Background: an optimization exercise with open tools, aiming at a short achievable clock period and few clock cycles per item. Do not read the settings as production practice.
The RTL was checked by simulation tests, not by an equivalence proof against the original design.
Power figures rest on the tool's default switching activity, not on a simulated workload.

// uiFDMA
module uiFDMA#
(
parameter  integer         M_AXI_ID_WIDTH			= 3		    ,
parameter  integer         M_AXI_ID			        = 0		    ,
parameter  integer         M_AXI_ADDR_WIDTH			= 32		,
parameter  integer         M_AXI_DATA_WIDTH			= 128		,
parameter  integer		  M_AXI_MAX_BURST_LEN       = 64
)
(
input   wire [M_AXI_ADDR_WIDTH-1 : 0]      fdma_waddr          ,
input                                      fdma_wareq          ,
input   wire [15 : 0]                      fdma_wsize          ,
output                                     fdma_wbusy          ,
input   wire [M_AXI_DATA_WIDTH-1 :0]       fdma_wdata		   ,
output  wire                               fdma_wvalid         ,
input	wire                               fdma_wready		   ,
input   wire [M_AXI_ADDR_WIDTH-1 : 0]      fdma_raddr          ,
input                                      fdma_rareq          ,
input   wire [15 : 0]                      fdma_rsize          ,
output                                     fdma_rbusy          ,
output  wire [M_AXI_DATA_WIDTH-1 :0]       fdma_rdata		   ,
output  wire                               fdma_rvalid         ,
input	wire                               fdma_rready		   ,
input 	wire  								M_AXI_ACLK			,
input 	wire  								M_AXI_ARESETN		,
output 	wire [M_AXI_ID_WIDTH-1 : 0]		    M_AXI_AWID			,
output 	wire [M_AXI_ADDR_WIDTH-1 : 0] 	    M_AXI_AWADDR		,
output 	wire [7 : 0]						M_AXI_AWLEN			,
output 	wire [2 : 0] 						M_AXI_AWSIZE		,
output 	wire [1 : 0] 						M_AXI_AWBURST		,
output 	wire  								M_AXI_AWLOCK		,
output 	wire [3 : 0] 						M_AXI_AWCACHE		,
output 	wire [2 : 0] 						M_AXI_AWPROT		,
output 	wire [3 : 0] 						M_AXI_AWQOS			,
output 	wire  								M_AXI_AWVALID		,
input	wire  								M_AXI_AWREADY		,
output  wire [M_AXI_ID_WIDTH-1 : 0] 		M_AXI_WID			,
output  wire [M_AXI_DATA_WIDTH-1 : 0] 	    M_AXI_WDATA			,
output  wire [M_AXI_DATA_WIDTH/8-1 : 0] 	M_AXI_WSTRB			,
output  wire  								M_AXI_WLAST			,
output  wire  								M_AXI_WVALID		,
input   wire  								M_AXI_WREADY		,
input   wire [M_AXI_ID_WIDTH-1 : 0] 		M_AXI_BID			,
input   wire [1 : 0] 						M_AXI_BRESP			,
input   wire  								M_AXI_BVALID		,
output  wire  								M_AXI_BREADY		,
output  wire [M_AXI_ID_WIDTH-1 : 0] 		M_AXI_ARID			,
output  wire [M_AXI_ADDR_WIDTH-1 : 0] 	    M_AXI_ARADDR		,
output  wire [7 : 0] 						M_AXI_ARLEN			,
output  wire [2 : 0] 						M_AXI_ARSIZE		,
output  wire [1 : 0] 						M_AXI_ARBURST		,
output  wire  								M_AXI_ARLOCK		,
output  wire [3 : 0] 						M_AXI_ARCACHE		,
output  wire [2 : 0] 						M_AXI_ARPROT		,
output  wire [3 : 0] 						M_AXI_ARQOS			,
output  wire  								M_AXI_ARVALID		,
input   wire  								M_AXI_ARREADY		,
input   wire [M_AXI_ID_WIDTH-1 : 0] 		M_AXI_RID			,
input   wire [M_AXI_DATA_WIDTH-1 : 0] 	    M_AXI_RDATA			,
input   wire [1 : 0] 						M_AXI_RRESP			,
input   wire  								M_AXI_RLAST			,
input   wire  								M_AXI_RVALID		,
output  wire  								M_AXI_RREADY
	);
For scale: roughly 4500 cells after synthesis, roughly 1400 flip-flops, ~780 I/O pins, ~0.058 mm^2 of cells after synthesis.
make LEC_CHECK=0 ABC_CLOCK_PERIOD_IN_PS=1700 CAP_MARGIN=20 CORE_AREA='10 10 350 350' DIE_AREA='0 0 360 360' SETUP_SLACK_MARGIN=1.5 SLEW_MARGIN=20 finish   # period 3.3 ns
run.sh (not shown) runs the stock make flow with config.mk's settings and CLKGATE_MAP_FILE= SYNTH_SCRIPT=/design/flow/synth_recipe.tcl, a recipe that flattens the netlist after the stock synthesis.
The first run completed without violations.
Testbench counts at the start, summed over its fixed seeds: cycles 60,473, beats 98,576.
Edit:
ABC_CLOCK_PERIOD_IN_PS = 1500   (was 1700)
PLACE_DENSITY = 0.75   (was default)
SETUP_SLACK_MARGIN = 1.7   (was 1.5)
Power went up by 1.2%.
Sequential share of layout area went down by 1.4 points.
Setup slack loses 0.032 ns.
Die area does not change.
Cell count went up by 1.0%.
Final area went up by 2.7%.
Clock-buffer cell count went down by 12.
Clock skew went up by 0.0048 ns.
Routed wire length went up by 2.4%.

[re-timing with driven ports]
Ports are ideal in the flow. The routed layouts listed here were re-timed in OpenROAD. Step 1, drivers: a clkbuf_16 drives M_AXI_ACLK and a buf_2 each remaining input, both assumed. Step 2 moves the port delays by t, midway between the first and last clock arrival at a register: inputs arrive t later, outputs are due t later. That takes back most of the time a late clock gives input paths. a / b / c = ideal ports / drivers / drivers and shift; a / b = the first two.
| run | shift t [ns] | setup slack, ns | clock arrival spread, ns | worst slew at a driven data input, ns |
|---|---|---|---|---|
| the first run | 0.802 | 1.329 / 1.258 / 0.717 | 0.023 / 0.023 | 0.17 |
| the second run | 0.805 | 1.296 / 1.266 / 0.504 | 0.031 / 0.031 | 0.13 |
After both steps every run listed still meets setup and hold. For the second run, which loses most, drivers alone change the setup slack by -0.030 ns; drivers and shift together by -0.792 ns.
